What follows belongs to an exercise in optimizing a design on an open flow for small area; a production flow would make more cautious choices.
Function was checked by simulation only, so behaviour that the tests miss may differ from the original.
No run shown here takes its clock network from TritonCTS; it comes from the design's own scripts or RTL.
No driver is modelled on the clock port, so clock power and skew are understated where the tree is cut down; a real chip needs a root buffer or a tree.
Power is estimated from default activity; no workload was simulated.

==> flow/design.v <==
`timescale 1ns / 1ps
module FSM(
    input clk,
    input rst,
    input btnL,
    input btnR,
    input [7:0] sw,
    output [3:0] an,
    output reg [6:0] seg,
    output reg [3:0] led
    );
    reg [8:0] d;
    reg [2:0] q5;
    reg [1:0] dig;
    wire wrap = (d == 9'd55);
    wire rise = (d[6:0] == 7'd27) & ~d[8] & q5[2] & ~q5[1] & ~dig[0];
    always @(posedge clk) begin
        if (rst) begin
            d   <= 9'd311;
            q5  <= 3'd0;
            dig <= 2'd0;
        end else begin
            d <= {d[7:0], d[8] ^ d[4] ^ wrap};
            if (wrap) begin
                q5  <= {q5[1], q5[0], ~(q5[2] | q5[1])};
                dig <= {dig[1] ^ dig[0], ~dig[0]};
            end
        end
    end
    reg q1l, pl, q1r, pr;
    always @(posedge clk) begin
        if (rst) begin
            q1l <= 1'b0;
            q1r <= 1'b0;
        end else if (rise) begin
            q1l <= btnL;
            q1r <= btnR;
        end
    end
    always @(posedge clk) begin
        pl <= ~rst & rise & btnL & ~q1l;
        pr <= ~rst & rise & btnR & ~q1r;
    end
    reg [1:0] s;
    reg [7:0] op1, op2;
    wire sub   = sw[2];
    wire arith = (sw[2:0] == 3'd3) | (sw[2:0] == 3'd4);
    wire orop  = (sw[2:0] == 3'd2);
    wire sel_m = (sw[2:0] == 3'd1) | orop;
    wire sel_s = (sw[2:0] == 3'd0) | arith;
    wire [7:0] bb = op2 ^ {8{sub}};
    wire [8:0] x;
    wire [7:0] m, sm;
    assign x[0] = arith ? sub : orop;
    genvar i;
    generate
        for (i = 0; i < 8; i = i + 1) begin : fa
            assign sm[i] = op1[i] ^ bb[i] ^ x[i];
            assign m[i] = (op1[i] & bb[i]) | (op1[i] & x[i]) | (bb[i] & x[i]);
            assign x[i+1] = arith ? m[i] : orop;
        end
    endgenerate
    wire [7:0] alu = ({8{sel_m}} & m) | ({8{sel_s}} & sm);
    always @(posedge clk) begin
        if (rst) begin
            s   <= 2'd0;
            op1 <= 8'd0;
            op2 <= 8'd0;
        end else begin
            if (pl)
                s <= 2'd0;
            else if (pr && s != 2'd3)
                s <= s + 2'd1;
            case (s)
                2'd0: if (pr) op1 <= sw;
                2'd1: if (pr) op2 <= sw;
                2'd2: if (pr && !pl) begin
                          op1 <= alu;
                          op2 <= 8'd0;
                      end
                2'd3: if (pl)
                          op1 <= 8'd0;   
            endcase
        end
    end
    always @(*) begin
        case (s)
            2'd0: led = 4'b0001;
            2'd1: led = 4'b0010;
            2'd2: led = 4'b0100;
            2'd3: led = 4'b1000;
        endcase
    end
    reg [3:0] nib;
    always @(*) begin
        case (dig)
            2'd0: nib = op1[3:0];
            2'd1: nib = op1[7:4];
            2'd2: nib = op2[3:0];
            2'd3: nib = op2[7:4];
        endcase
    end
    assign an = ~(4'b0001 << dig);
    always @(*) begin
        case (nib)
            4'h0: seg = 7'b0000001;
            4'h1: seg = 7'b1001111;
            4'h2: seg = 7'b0010010;
            4'h3: seg = 7'b0000110;
            4'h4: seg = 7'b1001100;
            4'h5: seg = 7'b0100100;
            4'h6: seg = 7'b0100000;
            4'h7: seg = 7'b0001111;
            4'h8: seg = 7'b0000000;
            4'h9: seg = 7'b0000100;
            4'ha: seg = 7'b0001000;
            4'hb: seg = 7'b1100000;
            4'hc: seg = 7'b0110001;
            4'hd: seg = 7'b1000010;
            4'he: seg = 7'b0110000;
            4'hf: seg = 7'b0111000;
        endcase
    end
endmodule
==> flow/flow/run.sh <==
#!/bin/bash
# Layout flow:
# 1. the standard synthesis script, without the adder-cell extraction;
# 2. its combinational logic re-mapped for area by ABC: flow/netlist.v, a
#    netlist found by a longer run of the same search before (gen/), is used
#    as the starting point if yosys proves it equal to step 1's netlist; then
#    rounds of the search: each round starts several seeded runs (deepsyn,
#    then mapping) from the smallest netlist so far. Flip-flops are untouched
#    and the result is proven equal to step 1's netlist with yosys;
# 3. the standard ORFS layout, with buf_1 port buffers and the clock buffered
#    by a few buffers from flow/clkbuf.tcl in place of TritonCTS's tree.
set -uo pipefail
W=$(pwd)
RES=$W/orfs/results/$FLOW_PLATFORM/FSM/base
LIB=$FLOW_HOME/platforms/sky130hd/lib/sky130_fd_sc_hd__tt_025C_1v80.lib
P=${NUM_CORES:-4}
ROUNDS=${FLOW_RS_ROUNDS:-2}

bash standard.sh ADDER_MAP_FILE= $RES/1_2_yosys.v > 1_synth.log 2>&1 || exit 1
cp $RES/1_2_yosys.v $W/synth_std.v

subst() {  # template out in.v out.v abc-script
  sed -e "s|@LIB@|$LIB|g" -e "s|@IN@|$3|g" -e "s|@OUT@|$4|g" \
      -e "s|@ABC@|$5|g" -e "s|@TOP@|$FLOW_TOP|g" "$1" > "$2"
}
area_of() { grep "Chip area" "$1" 2>/dev/null | tail -1 | awk '{print $NF}'; }

mkdir -p rs
best=$W/synth_std.v
best_area=1e9
if [ -f flow/netlist.v ]; then
  subst flow/equiv.ys equiv_pre.ys $W/synth_std.v $W/flow/netlist.v none
  subst flow/area.ys area_pre.ys $W/flow/netlist.v none none
  if yosys -s equiv_pre.ys > 2_equiv_pre.log 2>&1 && yosys -s area_pre.ys > 2_area_pre.log 2>&1; then
    best=$W/flow/netlist.v
    best_area=$(area_of 2_area_pre.log)
    echo "flow/netlist.v proven equal to the standard netlist; starting from it ($best_area)"
  else
    echo "flow/netlist.v not proven equal; starting from the standard netlist"
  fi
fi
for r in $(seq 1 $ROUNDS); do
  for c in $(seq 1 $P); do
    seed=$(( (r * P + c) % 101 ))
    if [ $c -eq $P ]; then map="&get -n; &dch -f; &nf -a -p -R 1000; &put"; else map="dch -f; amap"; fi
    echo "strash; &get -n; &deepsyn -T 20 -S $seed; &put; $map" | tr ';' '\n' > rs/r${r}_$c.abc
    subst flow/resynth.ys rs/r${r}_$c.ys $best $W/rs/r${r}_$c.v $W/rs/r${r}_$c.abc
  done
  for c in $(seq 1 $P); do echo $c; done | \
    xargs -P $P -I{} sh -c "yosys -s rs/r${r}_{}.ys > rs/r${r}_{}.log 2>&1"
  for c in $(seq 1 $P); do
    a=$(area_of rs/r${r}_$c.log)
    [ -z "$a" ] && continue
    if awk "BEGIN{exit !($a < $best_area)}"; then best=$W/rs/r${r}_$c.v; best_area=$a; fi
  done
  echo "round $r: best so far $best_area ($best)"
done

if [ "$best" != "$W/synth_std.v" ]; then
  subst flow/equiv.ys equiv.ys $W/synth_std.v $best none
  if yosys -s equiv.ys > 2_equiv.log 2>&1; then
    echo "re-mapped netlist $best ($best_area) proven equal; using it"
    # take the stronger _1 size of the _0 cells (the same area but for a2111oi)
    sed -E 's/sky130_fd_sc_hd__(a21boi|and2|o21ai|o311ai|or2|a2111oi)_0 /sky130_fd_sc_hd__\1_1 /' $best > $W/synth_final.v
    subst flow/equiv.ys equiv_final.ys $W/synth_std.v $W/synth_final.v none
    if yosys -s equiv_final.ys > 2_equiv_final.log 2>&1; then
      cp $W/synth_final.v $RES/1_2_yosys.v
    else
      cp $best $RES/1_2_yosys.v
    fi
    touch $RES/1_2_yosys.v
  else
    echo "re-mapped netlist not proven equal; keeping the standard netlist"
  fi
fi

export FLOW_FLOW_DIR=$W/flow
export FLOW_CLOCK_SLEW_LIMIT=0.110
bash standard.sh \
  "BUFFER_PORTS_ARGS=-buffer_cell sky130_fd_sc_hd__buf_1" \
  "PRE_CTS_TCL=$W/flow/pre_cts.tcl" \
  finish > 3_layout.log 2>&1 || exit 1
==> flow/flow/area.ys <==
# Cell area of a mapped netlist.
read_liberty -lib @LIB@
read_verilog @IN@
hierarchy -top @TOP@
stat -liberty @LIB@
==> flow/flow/clkbuf.tcl <==
# Drive the clock port's sinks through a few clock buffers, one per group of
# sinks; the groups come from recursive bisection of the sink locations, and
# each buffer is placed at its group's centroid. This replaces TritonCTS's
# two-level tree, which is larger than this small design needs.
proc my_split_groups { items nparts } {
  # items: list of {x y iterm}; returns a list of nparts groups
  if {$nparts <= 1 || [llength $items] <= 1} { return [list $items] }
  set xs [lmap it $items {lindex $it 0}]
  set ys [lmap it $items {lindex $it 1}]
  set dx [expr {[tcl::mathfunc::max {*}$xs] - [tcl::mathfunc::min {*}$xs]}]
  set dy [expr {[tcl::mathfunc::max {*}$ys] - [tcl::mathfunc::min {*}$ys]}]
  set key [expr {$dx >= $dy ? 0 : 1}]
  set sorted [lsort -integer -index $key $items]
  set n1 [expr {$nparts / 2}]
  set cut [expr {int(round(double([llength $items]) * $n1 / $nparts))}]
  set a [lrange $sorted 0 [expr {$cut - 1}]]
  set b [lrange $sorted $cut end]
  return [concat [my_split_groups $a $n1] [my_split_groups $b [expr {$nparts - $n1}]]]
}

proc my_clock_buffers { master_name nbuf } {
  set db [ord::get_db]
  set block [ord::get_db_block]
  set port_net [$block findNet clk]
  set master [$db findMaster $master_name]
  set items {}
  foreach it [$port_net getITerms] {
    set b [[$it getInst] getBBox]
    lappend items [list [expr {([$b xMin] + [$b xMax]) / 2}] [expr {([$b yMin] + [$b yMax]) / 2}] $it]
  }
  $port_net setSigType CLOCK
  set k 0
  foreach group [my_split_groups $items $nbuf] {
    set buf [odb::dbInst_create $block $master clkbuf_$k]
    set net [odb::dbNet_create $block clknet_$k]
    $net setSigType CLOCK
    set sx 0; set sy 0
    foreach item $group {
      set it [lindex $item 2]
      $it disconnect
      $it connect $net
      incr sx [lindex $item 0]; incr sy [lindex $item 1]
    }
    set c [llength $group]
    [$buf findITerm A] connect $port_net
    [$buf findITerm X] connect $net
    $buf setLocation [expr {$sx / $c - [$master getWidth] / 2}] [expr {$sy / $c - [$master getHeight] / 2}]
    $buf setPlacementStatus PLACED
    puts "clock buffer clkbuf_$k ($master_name) drives $c sinks"
    incr k
  }
}

proc my_undo_clock_buffers { } {
  set block [ord::get_db_block]
  set port_net [$block findNet clk]
  foreach inst [$block getInsts] {
    if {![string match clkbuf_* [$inst getName]]} { continue }
    set net [[$inst findITerm X] getNet]
    foreach it [$net getITerms] {
      if {[$it getInst] == $inst} { continue }
      $it disconnect
      $it connect $port_net
    }
    odb::dbInst_destroy $inst
    odb::dbNet_destroy $net
  }
}

proc my_max_clock_slew { } {
  estimate_parasitics -placement
  set worst 0.0
  foreach pin [get_pins */CLK] {
    set s [get_property $pin slew_max]
    if {$s > $worst} { set worst $s }
  }
  return $worst
}

proc my_clock_tree { limit } {
  # {cell count}, in order of total area
  set configs {
    {sky130_fd_sc_hd__clkbuf_8 1} {sky130_fd_sc_hd__clkbuf_4 2}
    {sky130_fd_sc_hd__buf_12 1} {sky130_fd_sc_hd__buf_6 2}
    {sky130_fd_sc_hd__clkbuf_4 3} {sky130_fd_sc_hd__clkbuf_16 1}
    {sky130_fd_sc_hd__clkbuf_8 2} {sky130_fd_sc_hd__buf_8 2}
    {sky130_fd_sc_hd__clkbuf_4 4} {sky130_fd_sc_hd__buf_6 3}
    {sky130_fd_sc_hd__buf_12 2} {sky130_fd_sc_hd__clkbuf_8 3}
    {sky130_fd_sc_hd__buf_8 3} {sky130_fd_sc_hd__clkbuf_8 4}
  }
  set_propagated_clock [all_clocks]
  foreach cfg $configs {
    my_clock_buffers {*}$cfg
    set s [my_max_clock_slew]
    puts "clock buffers $cfg: estimated worst clock-pin slew $s"
    if {$s <= $limit} {
      unset_propagated_clock [all_clocks]
      return
    }
    my_undo_clock_buffers
  }
  my_clock_buffers {*}[lindex $configs end]
  unset_propagated_clock [all_clocks]
}
==> flow/flow/equiv.ys <==
# Prove the re-mapped netlist equal to the standard one, flip-flops paired by name.
read_liberty -ignore_miss_func @LIB@
read_verilog @IN@
hierarchy -top @TOP@
flatten
rename -hide w:*.*
rename -hide w:_*
rename @TOP@ gold
design -stash gold
read_liberty -ignore_miss_func @LIB@
read_verilog @OUT@
hierarchy -top @TOP@
flatten
rename -hide w:*.*
rename -hide w:_*
rename @TOP@ gate
design -stash gate
design -copy-from gold -as gold gold
design -copy-from gate -as gate gate
opt_clean
equiv_make gold gate equiv
hierarchy -top equiv
equiv_simple
equiv_induct
equiv_status -assert
==> flow/flow/pre_cts.tcl <==
# PRE_CTS hook: replace TritonCTS with the clock buffering of clkbuf.tcl;
# cts.tcl then legalizes the placement and repairs timing as usual.
source $::env(FLOW_FLOW_DIR)/clkbuf.tcl
rename clock_tree_synthesis my_tritoncts
proc clock_tree_synthesis { args } {
  my_clock_tree $::env(FLOW_CLOCK_SLEW_LIMIT)
}
==> flow/flow/resynth.ys <==
# Re-map the combinational logic of the standard synthesis netlist for area.
# Flip-flop instances (names and cells) are kept as they are.
read_liberty -ignore_miss_func @LIB@
read_verilog @IN@
hierarchy -top @TOP@
blackbox sky130_fd_sc_hd__dfxtp_1
flatten
rename -hide w:*.*
opt_clean
abc -liberty @LIB@ -dont_use sky130_fd_sc_hd__probe_p_8 -dont_use sky130_fd_sc_hd__probec_p_8 -dont_use sky130_fd_sc_hd__lpflow_bleeder_1 -dont_use sky130_fd_sc_hd__lpflow_clkbufkapwr_1 -dont_use sky130_fd_sc_hd__lpflow_clkbufkapwr_16 -dont_use sky130_fd_sc_hd__lpflow_clkbufkapwr_2 -dont_use sky130_fd_sc_hd__lpflow_clkbufkapwr_4 -dont_use sky130_fd_sc_hd__lpflow_clkbufkapwr_8 -dont_use sky130_fd_sc_hd__lpflow_clkinvkapwr_1 -dont_use sky130_fd_sc_hd__lpflow_clkinvkapwr_16 -dont_use sky130_fd_sc_hd__lpflow_clkinvkapwr_2 -dont_use sky130_fd_sc_hd__lpflow_clkinvkapwr_4 -dont_use sky130_fd_sc_hd__lpflow_clkinvkapwr_8 -dont_use sky130_fd_sc_hd__lpflow_decapkapwr_12 -dont_use sky130_fd_sc_hd__lpflow_decapkapwr_3 -dont_use sky130_fd_sc_hd__lpflow_decapkapwr_4 -dont_use sky130_fd_sc_hd__lpflow_decapkapwr_6 -dont_use sky130_fd_sc_hd__lpflow_decapkapwr_8 -dont_use sky130_fd_sc_hd__lpflow_inputiso0n_1 -dont_use sky130_fd_sc_hd__lpflow_inputiso0p_1 -dont_use sky130_fd_sc_hd__lpflow_inputiso1n_1 -dont_use sky130_fd_sc_hd__lpflow_inputiso1p_1 -dont_use sky130_fd_sc_hd__lpflow_inputisolatch_1 -dont_use sky130_fd_sc_hd__lpflow_isobufsrc_1 -dont_use sky130_fd_sc_hd__lpflow_isobufsrc_16 -dont_use sky130_fd_sc_hd__lpflow_isobufsrc_2 -dont_use sky130_fd_sc_hd__lpflow_isobufsrc_4 -dont_use sky130_fd_sc_hd__lpflow_isobufsrc_8 -dont_use sky130_fd_sc_hd__lpflow_isobufsrckapwr_16 -dont_use sky130_fd_sc_hd__lpflow_lsbuf_lh_hl_isowell_tap_1 -dont_use sky130_fd_sc_hd__lpflow_lsbuf_lh_hl_isowell_tap_2 -dont_use sky130_fd_sc_hd__lpflow_lsbuf_lh_hl_isowell_tap_4 -dont_use sky130_fd_sc_hd__lpflow_lsbuf_lh_isowell_4 -dont_use sky130_fd_sc_hd__lpflow_lsbuf_lh_isowell_tap_1 -dont_use sky130_fd_sc_hd__lpflow_lsbuf_lh_isowell_tap_2 -dont_use sky130_fd_sc_hd__lpflow_lsbuf_lh_isowell_tap_4 -dont_use sky130_fd_sc_hd__fill_1 -dont_use sky130_fd_sc_hd__fill_2 -dont_use sky130_fd_sc_hd__fill_4 -dont_use sky130_fd_sc_hd__fill_8  -script @ABC@
setundef -zero
splitnets
opt_clean -purge
hilomap -singleton -hicell sky130_fd_sc_hd__conb_1 HI -locell sky130_fd_sc_hd__conb_1 LO
insbuf -buf sky130_fd_sc_hd__buf_4 A X
opt_clean -purge
stat -liberty @LIB@
write_verilog -noattr -noexpr -nohex -nodec @OUT@
==> flow/standard.sh <==
#!/bin/bash
# synth_recipe.tcl (not shown) runs the flow's synth.tcl, then flattens the netlist and writes it again
# the make line also repeats each setting of config.mk as NAME=value (left out here)
make -C /OpenROAD-flow-scripts/flow DESIGN_CONFIG=/design/flow/config.mk WORK_HOME=/design/flow/orfs CLKGATE_MAP_FILE= SYNTH_SCRIPT=/design/flow/synth_recipe.tcl "${@:-finish}"
==> flow/config.mk <==
export PLATFORM = sky130hd
export DESIGN_NAME = FSM
export DESIGN_NICKNAME = FSM
export VERILOG_FILES = /design/flow/design.v
export SDC_FILE = /design/flow/constraint.sdc
export NUM_CORES = 4
export LEC_CHECK = 0
export ABC_AREA = 1
export CAP_MARGIN = 20
export CORE_AREA = 2.3 2.72 60.7 60.3
export DIE_AREA = 0 0 63 63
export GPL_TIMING_DRIVEN = 0
export SLEW_MARGIN = 20
==> flow/constraint.sdc <==
create_clock -name core_clock -period 10.0 [get_ports {clk}]
set_input_delay 2.0000 -clock core_clock [delete_from_list [all_inputs] [get_ports {clk}]]
set_output_delay 2.0000 -clock core_clock [all_outputs]
set_load 0.01 [all_outputs]
Not shown: flow/flow/netlist.v
==> run summary, run 1 <==
- P_comb: 0.0000233 W
- Clock skew: 0.00914 ns
- MaxCap Viol Count: 0
- Min-delay worst type: reg2reg
- CP Class: in2reg
- DRT iter0 DRCs: 161
- Core footprint: 3310 um^2
- DRT Pass-1 Iters: 4
- Largest register FFs: 9
- Area growth syn-to-layout: 11.8%
- Seq group: 0.000147 W
- Worst setup margin: 4.37 ns
- Antenna violations before repair: 0
- Biggest register: d
- R2r worst-path depth: 19
- YS warnings: 1
- Tap cells: 46
- Unrepaired setup endpoints after global routing: false
- Nets: 272
- Fraction of power consumed by sequential logic: 0.640
- Syn avg cell area: 7.50 um^2
- Reg-to-reg endpoint: op1[7]$_SDFFE_PP0P_
- Outcome: finished clean
- #MultiIn Comb: 162
- DP HPWL: 3.20 mm
- Internal power: 0.000177 W
- Post-CTS setup buffers: 0
- CP max-delay cell: nor2_1
- R2R Path Start: op2[0]$_SDFFE_PP0P_
- Worst setup path startpoint: sw[0]
- Worst setup path end: op1[7]$_SDFFE_PP0P_
- Global Route met2 Usage: 0.382
- Min Tclk post-route: 5.63 ns
- WL met2: 1.88 mm
- DRC: 0
- Final hold violation count: 0
==> run 2, diff against run 1 <==
--- a/flow/flow/run.sh
+++ b/flow/flow/run.sh
@@ -14,7 +14,7 @@
 RES=$W/orfs/results/$FLOW_PLATFORM/FSM/base
 LIB=$FLOW_HOME/platforms/sky130hd/lib/sky130_fd_sc_hd__tt_025C_1v80.lib
 P=${NUM_CORES:-4}
-ROUNDS=${FLOW_RS_ROUNDS:-2}
+ROUNDS=${FLOW_RS_ROUNDS:-1}
 
 bash standard.sh ADDER_MAP_FILE= $RES/1_2_yosys.v > 1_synth.log 2>&1 || exit 1
 cp $RES/1_2_yosys.v $W/synth_std.v
@@ -60,8 +60,8 @@
   subst flow/equiv.ys equiv.ys $W/synth_std.v $best none
   if yosys -s equiv.ys > 2_equiv.log 2>&1; then
     echo "re-mapped netlist $best ($best_area) proven equal; using it"
-    # take the stronger _1 size of the _0 cells (the same area but for a2111oi)
-    sed -E 's/sky130_fd_sc_hd__(a21boi|and2|o21ai|o311ai|or2|a2111oi)_0 /sky130_fd_sc_hd__\1_1 /' $best > $W/synth_final.v
+    # cells whose _0 size has the same area as _1: take the stronger _1
+    sed -E 's/sky130_fd_sc_hd__(a21boi|and2|o21ai|o311ai|or2)_0 /sky130_fd_sc_hd__\1_1 /' $best > $W/synth_final.v
     subst flow/equiv.ys equiv_final.ys $W/synth_std.v $W/synth_final.v none
     if yosys -s equiv_final.ys > 2_equiv_final.log 2>&1; then
       cp $W/synth_final.v $RES/1_2_yosys.v
--- a/flow/config.mk
+++ b/flow/config.mk
@@ -10,4 +10,5 @@
 export CORE_AREA = 2.3 2.72 60.7 60.3
 export DIE_AREA = 0 0 63 63
 export GPL_TIMING_DRIVEN = 0
+export PLACE_DENSITY = 0.95
 export SLEW_MARGIN = 20
==> run 2 against run 1 <==
Still clean. Final area down 0.52%. Sequential power about the same. Utilization down 0.30 points. Die area unchanged. Total power down 1.8%. Largest power group unchanged.
==> run summary, run 2 <==
- Outcome: finished clean
- Relative slew slack: 0.345
- Syn avg cell area: 7.49 um^2 (about the same)
- Post-CTS resize count: 0
- CP Class: in2reg
- Worst-path cell chain: buf_1 -> clkinv_1 -> nor2_1 -> a21oi_1 -> o32ai_1 -> nand2_1 -> o221ai_1 -> o21ai_1 -> nor2b_1 -> o22ai_1 -> nand2_1 -> a31oi_1 -> nand2_1 -> o221ai_1 -> o21ai_1 -> nor2b_1 -> o22ai_1 -> nand2_1 -> o221ai_1 -> o21ai_1 -> o211ai_1 -> o221ai_1
- Largest register FFs: 9 (unchanged)
- Largest regs: d: 9 flops, op1: 8 flops, op2: 8 flops
- Die ar.: 3970 um^2
- I/O pins: 27
- Worst slew pin tran: 0.974 ns
- Startpoint types: input pin
- FMAX: 0.174 GHz
- Clock skew: 0.0104 ns (+0.00127 ns)
- Hold WS: 0.428 ns
- Vias per std cell: 6.00
- Antenna violations before repair: 0 (unchanged)
- Pins Over Slew Limit: 0
- Worst-path clk slew: 0.11 ns
- Finish-stage setup viols: 0
- Syn Std Cell Area: 1720 um^2
- Unrepaired setup endpoints after global routing: false
- Worst IR drop on VDD: 0.0928 mV
- Vias in the first global route: 1573
- Final Non-Filler Cells: 304
- R2r worst-path depth: 19 (unchanged)
- Min Tclk post-route: 5.74 ns (+0.112 ns)
- Core footprint: 3310 um^2 (unchanged)
- Max stage delay on crit path: 0.54 ns
- Final setup TNS: 0 ns
- Critical path capture point type: flop
- MaxCap Viol Count: 0 (unchanged)
- Total gr overflow: 0
- DRT iter0 DRCs: 132 (-18%)
- Reg-to-reg endpoint: op1[7]$_SDFFE_PP0P_
- Tcrit/Tclk final: 0.574
- Lkg Pwr: 0.610 nW
- YS warnings: 1 (unchanged)
- R2R Path Start: op2[0]$_SDFFE_PP0P_
- Commonest non-fill, non-tap cell in the layout: dfxtp_1
- CP required: 10.05 ns
- CTS Hold Bufs: 0
- HP Start: q1r$_SDFFE_PP0P_
- Power density cells: 118 nW/um^2
- Via count: 1825
- Worst-Skew Late Latency: 0.17 ns
- Final WL: 4.26 mm
- Die Height: 63 um
- DRC: 0 (unchanged)
- Critical Path AT: 5.79 ns
- Routed length per instance: 14.0 um
- DP HPWL: 3.21 mm (+0.29%)
- Largest net degree at the start of global routing: 19
- Total track usage: 0.212
- Post-route ant nets: 0
- Post-CTS setup buffers: 0 (unchanged)
- Nets: 272 (unchanged)
- Row cnt: 21
- Worst Hold Path Cells: 1
- GP Congestion: 0.937
- Hold Path Sink: pr$_DFF_P_
- DRT Pass-1 Iters: 5 (+1)
- Starting Density: 0.518
- Antenna diodes: 0
- Share of cells above drive strength 1: 0.0155
- Post-synth net total: 241
- Worst Path Max Fanout: 11
- Final hold violation count: 0 (unchanged)
- First-pass GRT wire length: 7.07 mm
- IO Port Bufs: 26
- CP max-delay cell: nor2_1
- Internal reg-to-reg setup slack: 6.44 ns
- Biggest register: d
- Die width: 63 um
- Syn Inst Count: 229
- Placed Cells: 302
- Area growth syn-to-layout: 11.3%
- Fillers: 337
- Most frequent cells in the layout: dfxtp_1, clkinv_1, nor2_1
- Min-delay worst type: reg2reg
-- run 2: cell types whose count changed in the layout (fill, tap and decap cells not counted), sizes merged --
cell    before  now
clkbuf       0    2
buf         29   27
-- run 2: through the flow --
| stage | setup WS, ns | util | power [W] | area [um^2] |
|---|---|---|---|---|
| finish | 4.26 | 0.577 | 0.000226 | 1910 |
| global route | 3.94 | 0.577 | 0.000236 | 1910 |
| CTS | 4.21 | 0.577 | 0.000214 | 1910 |
| detailed placement | 4.23 | 0.568 | 0.000173 | 1880 |
| global placement | 4.38 | 0.565 | 0.000172 | 1870 |
| floorplan | 5.04 | - | 0.000165 | 1720 |
-- run 2: where the power goes --
part	internal [W]	leakage, nW	switching, W	total [W]
clock	0.0000187	0.0144	0.0000361	0.0000548
combinational	0.00000788	0.303	0.0000159	0.0000238
sequential	0.000146	0.293	0.00000127	0.000147
total	0.000172	0.610	0.0000533	0.000226
-- run 2: final cells by class --
| type | count | area (um^2) | area share |
|---|---|---|---|
| multi-input combinational | 162 | 885 | 0.463 |
| sequential | 36 | 721 | 0.377 |
| inverter | 31 | 116 | 0.0609 |
| timing repair buffer | 27 | 103 | 0.0537 |
| tap | 46 | 57.6 | 0.0301 |
| buffer | 2 | 27.5 | 0.0144 |
-- run 2: routing by layer --
layer	global-route usage	wire, um	up-vias
li1	-	-	886
met3	0.0126	355	8
met2	0.351	1930	93
met4	0.0444	72	0
met5	0	0	-
met1	0.304	1900	838
-- run 2: critical path: cells and delay by family --
kind            cells  cell delay (ns)
buf+inv             2             0.38
simple gates        7             1.34
compound gates     13             2.05
-- run 2: worst max-delay path by stage --
stage	slack, ns	cells past startpoint	from	endpoint
after floorplan	5.04	21	sw[0]	op1[7]$_SDFFE_PP0P_
after global placement	4.38	22	sw[0]	op1[7]$_SDFFE_PP0P_
after detailed placement	4.23	22	sw[0]	op1[7]$_SDFFE_PP0P_
after CTS	4.21	22	sw[0]	op1[7]$_SDFFE_PP0P_
after global routing	3.94	22	sw[0]	op1[7]$_SDFFE_PP0P_
final	4.26	22	sw[0]	op1[7]$_SDFFE_PP0P_
==> run 3, diff against run 2 <==
--- a/flow/config.mk
+++ b/flow/config.mk
@@ -10,5 +10,5 @@
 export CORE_AREA = 2.3 2.72 60.7 60.3
 export DIE_AREA = 0 0 63 63
 export GPL_TIMING_DRIVEN = 0
-export PLACE_DENSITY = 0.95
+export PLACE_DENSITY = 0.85
 export SLEW_MARGIN = 20
==> run 3 against run 2 <==
Total power is 2.5% higher. Via count shrank 1.2%. Cell count stayed put. Final area rose by 0.13%. Clock skew grew 0.0014 ns. Synthesized area did not move. Largest cell class unchanged. Largest power group unchanged.
==> run summary, run 3 <==
- Worst Path Max Fanout: 11 (unchanged)
- Min Tclk post-route: 5.63 ns (-0.112 ns)
- Worst slew pin tran: 0.952 ns (-0.0220 ns)
- Total track usage: 0.205 (-0.00663)
- Post-DP Area: 1880 um^2 (unchanged)
- Die Height: 63 um (unchanged)
- Final Cell Area: 1910 um^2 (+0.13%)
- Pins Over Slew Limit: 0 (unchanged)
- Worst-path clk slew: 0.11 ns (about the same)
- DRT iter0 DRCs: 126 (-4.5%)
- Antenna violations before repair: 0 (unchanged)
- Die width: 63 um (unchanged)
- Row cnt: 21 (unchanged)
- Post-CTS resize count: 0 (unchanged)
- MaxCap Viol Count: 0 (unchanged)
- Outcome: finished clean
- IO Port Bufs: 26 (unchanged)
- Register area: 721 um^2 (unchanged)
- Largest regs: d: 9 flops, op1: 8 flops, op2: 8 flops
- Syn Std Cell Area: 1720 um^2 (unchanged)
- Critical Path AT: 5.65 ns (-0.14 ns)
- Worst-Skew Late Latency: 0.13 ns (-0.04 ns)
- Startpoint types: input pin
- Most frequent cells in the layout: dfxtp_1, clkinv_1, nor2_1
- Clock skew: 0.0118 ns (+0.00140 ns)
- Critical path capture point type: flop
- Post-route ant nets: 0 (unchanged)
- Worst IR drop on VDD: 0.0762 mV (-18%)
- Final WL: 4.11 mm (-3.5%)
- Total gr overflow: 0 (unchanged)
- Commonest non-fill, non-tap cell in the layout: dfxtp_1
- I/O pins: 27 (unchanged)
- Largest net degree at the start of global routing: 19 (unchanged)
- CP required: 10.02 ns (-0.03 ns)
- Syn Inst Count: 229 (unchanged)
- First-pass GRT wire length: 6.84 mm (-3.2%)
- Via count: 1803 (-1.2%)
- CP Class: in2reg
- YS warnings: 1 (unchanged)
- Finish-stage setup viols: 0 (unchanged)
- FMAX: 0.178 GHz (+2.0%)
- Vias in the first global route: 1564 (-0.57%)
- DRC: 0 (unchanged)
- Largest register FFs: 9 (unchanged)
- Post-synth net total: 241 (unchanged)
- Post-CTS setup buffers: 0 (unchanged)
- Relative slew slack: 0.360 (+0.0148)
- CTS Hold Bufs: 0 (unchanged)
- Final hold violation count: 0 (unchanged)
- Area growth syn-to-layout: 11.5%
- Final setup TNS: 0 ns (unchanged)
- Core footprint: 3310 um^2 (unchanged)
- DRT Pass-1 Iters: 4 (-1)
- Min-delay worst type: reg2reg
- Lkg Pwr: 0.611 nW (about the same)
- GP Congestion: 0.893 (-4.7%)
- Unrepaired setup endpoints after global routing: false
- Starting Density: 0.518 (unchanged)
- Biggest register: d
- Die ar.: 3970 um^2 (unchanged)
- Share of cells above drive strength 1: 0.0155 (unchanged)
- Routed length per instance: 13.5 um (-3.5%)
- Power density cells: 121 nW/um^2 (+2.3%)
- Fillers: 324 (-3.9%)
- Multi-input gate area: 885 um^2 (unchanged)
- Vias per std cell: 5.93 (-1.2%)
- DP HPWL: 3.14 mm (-2.2%)
- Nets: 272 (unchanged)
- Syn avg cell area: 7.49 um^2 (unchanged)
- Antenna diodes: 0 (unchanged)
- Tcrit/Tclk final: 0.563 (-0.0112)
==> run 3: per-layer routing <==
metal	track usage	up-vias	share of wire
met3	0.00901	9	0.076
met5	0	-	0
met4	0.0250	0	0.015
li1	-	889	-
met2	0.348	93	0.44
met1	0.297	812	0.47
==> run 3: final timing paths <==
kind,from,end,slack [ns],cells past startpoint
max,sw[0],op1[7]$_SDFFE_PP0P_,4.37,22
max reg2reg,op2[0]$_SDFFE_PP0P_,op1[7]$_SDFFE_PP0P_,6.47,19
min reg2reg,q1l$_SDFFE_PP0P_,pl$_DFF_P_,0.42,1
min,q1l$_SDFFE_PP0P_,pl$_DFF_P_,0.42,1
==> run 3: where the power goes <==
part | switching, W | internal, W | total (W)
Sequential | 0.00000127 | 0.000146 | 0.000147
Clock | 0.0000379 | 0.0000230 | 0.0000609
Combinational | 0.0000154 | 0.00000788 | 0.0000233
Total | 0.0000546 | 0.000177 | 0.000231
==> run 3: metrics by stage <==
stage	setup WS, ns	instances	hold slack (ns)	total power [W]	util
floorplan	5.04	229	0.393	0.000165	-
CTS	4.30	304	0.406	0.000218	0.577
detailed placement	4.31	302	0.406	0.000173	0.568
global route	3.88	304	0.445	0.000238	0.577
global placement	4.37	301	0.397	0.000173	0.565
finish	4.37	304	0.418	0.000231	0.577
==> run 3: layout make-up <==
cell class                 count  area share
buffer                         2      0.0157
inverter                      31      0.0609
multi-input combinational    162       0.463
sequential                    36       0.377
tap                           46      0.0301
timing repair buffer          27      0.0537
==> run 3: critical path: stages <==
cell,delay [ns]
buf_1,0.09
clkinv_1,0.29
nor2_1,0.48
a21oi_1,0.11
o32ai_1,0.23
nand2_1,0.12
o221ai_1,0.08
o21ai_1,0.13
nor2b_1,0.17
o22ai_1,0.25
nand2_1,0.12
a31oi_1,0.26
nand2_1,0.10
o221ai_1,0.07
o21ai_1,0.13
nor2b_1,0.17
o22ai_1,0.22
nand2_1,0.10
o221ai_1,0.08
o21ai_1,0.12
o211ai_1,0.18
o221ai_1,0.12
==> run 4, diff against run 3 <==
--- a/flow/flow/run.sh
+++ b/flow/flow/run.sh
@@ -14,7 +14,7 @@
 RES=$W/orfs/results/$FLOW_PLATFORM/FSM/base
 LIB=$FLOW_HOME/platforms/sky130hd/lib/sky130_fd_sc_hd__tt_025C_1v80.lib
 P=${NUM_CORES:-4}
-ROUNDS=${FLOW_RS_ROUNDS:-1}
+ROUNDS=${FLOW_RS_ROUNDS:-4}
 
 bash standard.sh ADDER_MAP_FILE= $RES/1_2_yosys.v > 1_synth.log 2>&1 || exit 1
 cp $RES/1_2_yosys.v $W/synth_std.v
--- a/flow/config.mk
+++ b/flow/config.mk
@@ -10,5 +10,4 @@
 export CORE_AREA = 2.3 2.72 60.7 60.3
 export DIE_AREA = 0 0 63 63
 export GPL_TIMING_DRIVEN = 0
-export PLACE_DENSITY = 0.85
 export SLEW_MARGIN = 20
==> run 4 against run 3 <==
Synthesized area is the same. Via count decreased by 3.9%. Critical endpoint unchanged. Worst setup slack worse by 0.057 ns. Wire length grew 0.78%. Still clean on timing, DRC and antenna. Final area rose by 0.39%. Fmax decreased by 0.99%. Flip-flop and latch count stayed put. Sequential share of layout area down 0.15 points.
==> run summary, run 4 <==
- Outcome: finished clean
- Via count: 1733 (-3.9%)
- Critical path capture point type: flop
- Family with the most delay on the worst path: compound AO/OA/AOI/OAI gates
- R2R Path Start: op2[0]$_SDFFE_PP0P_
- Final setup TNS: 0 ns (unchanged)
- Lkg Pwr: 0.614 nW (+0.55%)
- Relative slew slack: 0.545 (+0.185)
- Total gr overflow: 0 (unchanged)
- Syn Inst Count: 229 (unchanged)
- Biggest register: d
- Fillers: 351 (+8.3%)
- Multi-input gate area: 890 um^2 (+0.57%)
- Min-delay worst type: reg2reg
- Commonest non-fill, non-tap cell in the layout: dfxtp_1
- Buf/Inv on CP: 2 (unchanged)
- Row cnt: 21 (unchanged)
- Post-CTS resize count: 0 (unchanged)
- Total track usage: 0.215 (+0.00963)
- Syn avg cell area: 7.49 um^2 (unchanged)
- Unrepaired setup endpoints after global routing: false
- Min Tclk post-route: 5.69 ns (+0.0565 ns)
- Final hold violation count: 0 (unchanged)
- Core footprint: 3310 um^2 (unchanged)
- Worst slew pin tran: 0.676 ns (-0.276 ns)
- DRC: 0 (unchanged)
- Largest net degree at the start of global routing: 19 (unchanged)
- Die Height: 63 um (unchanged)
- GP Congestion: 0.861 (-3.6%)
- Worst setup path startpoint: sw[0]
- Tcrit/Tclk final: 0.569 (+0.00565)
- CP required: 10.01 ns (about the same)
- Clock skew: 0.00591 ns (-0.00590 ns)
- Pwr Total: 0.000230 W (-0.78%)
- CTS Hold Bufs: 0 (unchanged)
- Startpoint types: input pin
- HP Start: q1l$_SDFFE_PP0P_
- Pins Over Slew Limit: 0 (unchanged)
- Worst Path Max Fanout: 11 (unchanged)
- Max stage delay on crit path: 0.48 ns (about the same)
- Most frequent cells in the layout: dfxtp_1, clkinv_1, nor2_1
- Final WL: 4.14 mm (+0.78%)
- First-pass GRT wire length: 7.16 mm (+4.8%)
- DRT iter0 DRCs: 118 (-6.3%)
- FMAX: 0.176 GHz (-0.99%)
- Nets: 272 (unchanged)
- Area growth syn-to-layout: 11.9%
- Power density cells: 120 nW/um^2 (-1.2%)
- Worst-path clk slew: 0.09 ns (-0.02 ns)
- YS warnings: 1 (unchanged)
- IO Port Bufs: 26 (unchanged)
- Antenna violations before repair: 0 (unchanged)
- Post-synth net total: 241 (unchanged)
- CP Class: in2reg
- Register area: 721 um^2 (unchanged)
- Worst-Skew Late Latency: 0.13 ns (about the same)
- Antenna diodes: 0 (unchanged)
- Starting Density: 0.518 (unchanged)
- I/O pins: 27 (unchanged)
- CP max-delay cell: nor2_1
- Die width: 63 um (unchanged)
- Vias in the first global route: 1605 (+2.6%)
- Share of cells above drive strength 1: 0.0194 (+0.00388)
- Die ar.: 3970 um^2 (unchanged)
- MaxCap Viol Count: 0 (unchanged)
- Largest regs: d: 9 flops, op1: 8 flops, op2: 8 flops
- Post-route ant nets: 0 (unchanged)
- Worst IR drop on VDD: 0.0624 mV (-18%)
- Post-CTS setup buffers: 0 (unchanged)
- Finish-stage setup viols: 0 (unchanged)
- Critical Path AT: 5.69 ns (+0.04 ns)
- Vias per std cell: 5.70 (-3.9%)
- Syn Std Cell Area: 1720 um^2 (unchanged)
- DRT Pass-1 Iters: 4 (unchanged)
- Largest register FFs: 9 (unchanged)
- Routed length per instance: 13.6 um (+0.78%)
- DP HPWL: 3.19 mm (+1.6%)
- Worst-path cell chain: buf_1 -> clkinv_1 -> nor2_1 -> a21oi_1 -> o32ai_1 -> nand2_1 -> o221ai_1 -> o21ai_1 -> nor2b_1 -> o22ai_1 -> nand2_1 -> a31oi_1 -> nand2_1 -> o221ai_1 -> o21ai_1 -> nor2b_1 -> o22ai_1 -> nand2_1 -> o221ai_1 -> o21ai_1 -> o211ai_1 -> o221ai_1
- Hold WS: 0.420 ns (+0.00168 ns)
run 4: path summary, 6_finish.rpt:
check	slack, ns	to	depth (start not counted)
setup / recovery	4.31	op1[7]$_SDFFE_PP0P_	22
hold / removal	0.42	pl$_DFF_P_	1
setup reg to reg	6.47	op1[7]$_SDFFE_PP0P_	19
hold reg to reg	0.42	pl$_DFF_P_	1
run 4: routing by layer:
metal / vias to the layer above / global-route usage / routed length (um)
li1: 896 / - / -
met1: 787 / 0.304 / 1980
met2: 47 / 0.370 / 1910
met3: 3 / 0.0144 / 210
met4: 0 / 0.0222 / 41
met5: - / 0 / 0
run 4: metrics by stage:
stage               worst slack (ns)  instance area (um^2)  instances   util
global route                    3.73                  1920        304  0.580
finish                          4.31                  1920        304  0.580
detailed placement              4.20                  1880        302  0.569
floorplan                       5.04                  1720        229      -
CTS                             4.21                  1910        304  0.578
global placement                4.14                  1870        301  0.565
run 4: final cells by class:
cell class,count,share of cell area
tap,46,0.0300
buffer,2,0.0156
inverter,31,0.0606
sequential,36,0.375
timing repair buffer,27,0.0548
multi-input combinational,162,0.463
run 4: where the power goes:
group          switching, W  total (W)  internal (W)
Combinational     0.0000153  0.0000233    0.00000799
Clock             0.0000361  0.0000591     0.0000230
Sequential       0.00000131   0.000147      0.000146
Total             0.0000527   0.000230      0.000177
==> run 5, diff against run 4 <==
--- a/flow/flow/run.sh
+++ b/flow/flow/run.sh
@@ -75,7 +75,7 @@
 fi
 
 export FLOW_FLOW_DIR=$W/flow
-export FLOW_CLOCK_SLEW_LIMIT=0.110
+export FLOW_CLOCK_SLEW_LIMIT=0.105
 bash standard.sh \
   "BUFFER_PORTS_ARGS=-buffer_cell sky130_fd_sc_hd__buf_1" \
   "PRE_CTS_TCL=$W/flow/pre_cts.tcl" \
--- a/flow/config.mk
+++ b/flow/config.mk
@@ -10,4 +10,5 @@
 export CORE_AREA = 2.3 2.72 60.7 60.3
 export DIE_AREA = 0 0 63 63
 export GPL_TIMING_DRIVEN = 0
+export PLACE_DENSITY = 0.95
 export SLEW_MARGIN = 20
==> run 5 against run 4 <==
Still clean. Clock power hardly changed. Cell count unchanged. Combinational power increased by 3%.
==> run summary, run 5 <==
- Placed Cells: 302 (unchanged)
- Nets: 272 (unchanged)
- Relative slew slack: 0.361 (-0.184)
- Row cnt: 21 (unchanged)
- Critical Path AT: 5.83 ns (+0.14 ns)
- CP required: 10.01 ns (about the same)
- Final WL: 4.33 mm (+4.5%)
- CP Class: in2reg
- Max stage delay on crit path: 0.56 ns (+0.08 ns)
- Final Non-Filler Cells: 304 (unchanged)
- CP max-delay cell: nor2_1
- Routed length per instance: 14.2 um (+4.5%)
- FMAX: 0.172 GHz (-2.3%)
- Post-CTS setup buffers: 0 (unchanged)
- Antenna violations before repair: 0 (unchanged)
- IO Port Bufs: 26 (unchanged)
- Family with the most delay on the worst path: compound AO/OA/AOI/OAI gates
- Startpoint types: input pin
- Post-synth net total: 241 (unchanged)
- Largest regs: d: 9 flops, op1: 8 flops, op2: 8 flops
- First-pass GRT wire length: 7.13 mm (-0.49%)
- DRT Pass-1 Iters: 4 (unchanged)
- Lkg Pwr: 0.611 nW (-0.55%)
- DP HPWL: 3.21 mm (+0.62%)
- Final hold violation count: 0 (unchanged)
- Biggest register: d
- Commonest non-fill, non-tap cell in the layout: dfxtp_1
- Core footprint: 3310 um^2 (unchanged)
- Post-route ant nets: 0 (unchanged)
- Pins Over Slew Limit: 0 (unchanged)
- Worst Path Max Fanout: 11 (unchanged)
- Hold WS: 0.425 ns (+0.00541 ns)
- Post-CTS resize count: 0 (unchanged)
- Vias in the first global route: 1584 (-1.3%)
- Share of cells above drive strength 1: 0.0155 (-0.00388)
- CTS Hold Bufs: 0 (unchanged)
- Worst-path cell chain: buf_1 -> clkinv_1 -> nor2_1 -> a21oi_1 -> o32ai_1 -> nand2_1 -> o221ai_1 -> o21ai_1 -> nor2b_1 -> o22ai_1 -> nand2_1 -> a31oi_1 -> nand2_1 -> o221ai_1 -> o21ai_1 -> nor2b_1 -> o22ai_1 -> nand2_1 -> o221ai_1 -> o21ai_1 -> o211ai_1 -> o221ai_1
- Most frequent cells in the layout: dfxtp_1, clkinv_1, nor2_1
- Via count: 1851 (+6.8%)
- Syn avg cell area: 7.49 um^2 (unchanged)
- Finish-stage setup viols: 0 (unchanged)
- Die width: 63 um (unchanged)
- Total gr overflow: 0 (unchanged)
- Antenna diodes: 0 (unchanged)
- YS warnings: 1 (unchanged)
- Clock skew: 0.00715 ns (+0.00124 ns)
- I/O pins: 27 (unchanged)
- DRT iter0 DRCs: 95 (-19%)
- Starting Density: 0.518 (unchanged)
- Final setup TNS: 0 ns (unchanged)
- Outcome: finished clean
- Die ar.: 3970 um^2 (unchanged)
- Worst IR drop on VDD: 0.0975 mV (+56%)
- MaxCap Viol Count: 0 (unchanged)
- Worst slew pin tran: 0.951 ns (+0.275 ns)
- Min-delay worst type: reg2reg
- Syn Std Cell Area: 1720 um^2 (unchanged)
- Critical path capture point type: flop
- Vias per std cell: 6.09 (+6.8%)
- Worst-Skew Late Latency: 0.13 ns (about the same)
- Worst-path clk slew: 0.10 ns (about the same)
- Power density cells: 120 nW/um^2 (+0.77%)
- Area growth syn-to-layout: 11.5%
- Largest net degree at the start of global routing: 19 (unchanged)
- Min Tclk post-route: 5.82 ns (+0.137 ns)
- Die Height: 63 um (unchanged)
- Total track usage: 0.214 (-0.000325)
- Buf/Inv on CP: 2 (unchanged)
- Tcrit/Tclk final: 0.582 (+0.0137)
- Largest register FFs: 9 (unchanged)
- Syn Inst Count: 229 (unchanged)
- DRC: 0 (unchanged)
- GP Congestion: 0.937 (+8.9%)
- Unrepaired setup endpoints after global routing: false
run 5: layer usage:
metal	wire length, um	GRT usage
met1	1880	0.303
met5	0	0
met2	1950	0.356
met3	399	0.0144
met4	100	0.0528
run 5: power by group:
part            total, W  leakage (nW)  switching [W]  internal, W
clock          0.0000592        0.0148      0.0000362    0.0000230
combinational  0.0000241         0.303      0.0000162   0.00000788
sequential      0.000147         0.293     0.00000126     0.000146
run 5: layout make-up:
class                           count  area (um^2)
Buffer                              2         30.0
Fill cell                         338         1400
Inverter                           31          116
Multi-Input combinational cell    162          885
Sequential cell                    36          721
Tap cell                           46         57.6
Timing Repair Buffer               27          103
run 5: worst register-to-register path, stage by stage (launching register included):
cell and delay, ns:
dfxtp_1 0.41, clkinv_1 0.11, o32ai_1 0.45, nand2_1 0.15
o221ai_1 0.10, o21ai_1 0.14, nor2b_1 0.17, o22ai_1 0.23
nand2_1 0.11, a31oi_1 0.30, nand2_1 0.11, o221ai_1 0.08
o21ai_1 0.13, nor2b_1 0.16, o22ai_1 0.22, nand2_1 0.11
o221ai_1 0.08, o21ai_1 0.11, o211ai_1 0.17, o221ai_1 0.14
run 5: metrics by stage:
stage / util / setup slack, ns / cell area, um^2 / total power [W]
6_report: 0.577 / 4.18 / 1910 / 0.000230
5_1_grt: 0.577 / 3.90 / 1910 / 0.000240
2_1_floorplan: - / 5.04 / 1720 / 0.000165
4_1_cts: 0.577 / 4.21 / 1910 / 0.000218
3_3_place_gp: 0.565 / 4.38 / 1870 / 0.000172
3_5_place_dp: 0.568 / 4.23 / 1880 / 0.000173
run 5: final timing paths:
kind | endpoint | slack, ns | depth (start not counted) | start
min reg2reg | pl$_DFF_P_ | 0.43 | 1 | q1l$_SDFFE_PP0P_
max reg2reg | op1[7]$_SDFFE_PP0P_ | 6.42 | 19 | op2[0]$_SDFFE_PP0P_
max | op1[7]$_SDFFE_PP0P_ | 4.18 | 22 | sw[0]
min | pl$_DFF_P_ | 0.43 | 1 | q1l$_SDFFE_PP0P_

[separate check: timing with driven ports]
How much do the figures lean on ideal ports? The routed layouts below were timed once more, with nothing changed but the port constraints.
Step 1: set_driving_cell puts a clkbuf_16 on clk and a buf_2 on each other input, an assumption about the parent block.
Step 2 moves the port delays by t, midway between the first and last clock arrival at a register: inputs arrive t later, outputs are due t later. That takes back most of the time a late clock gives input paths.
Slacks: ideal / step 1 / step 2; pairs: ideal / step 1.
run | t (ns) | setup slack, ns | latest minus earliest clock arrival (ns) | worst slew at a driven data input, ns
run 1 | 0.173 | 4.371 / 4.395 / 4.222 | 0.010 / 0.010 | 0.03
run 2 | 0.197 | 4.259 / 4.270 / 4.073 | 0.011 / 0.010 | 0.03
run 3 | 0.168 | 4.371 / 4.386 / 4.218 | 0.013 / 0.013 | 0.03
run 4 | 0.171 | 4.314 / 4.337 / 4.166 | 0.006 / 0.006 | 0.03
run 5 | 0.168 | 4.178 / 4.196 / 4.028 | 0.007 / 0.007 | 0.03
After both steps setup and hold are still met in every run listed. The setup slack of run 2, which loses most, moves by +0.011 ns with the drivers and by -0.186 ns with both steps.
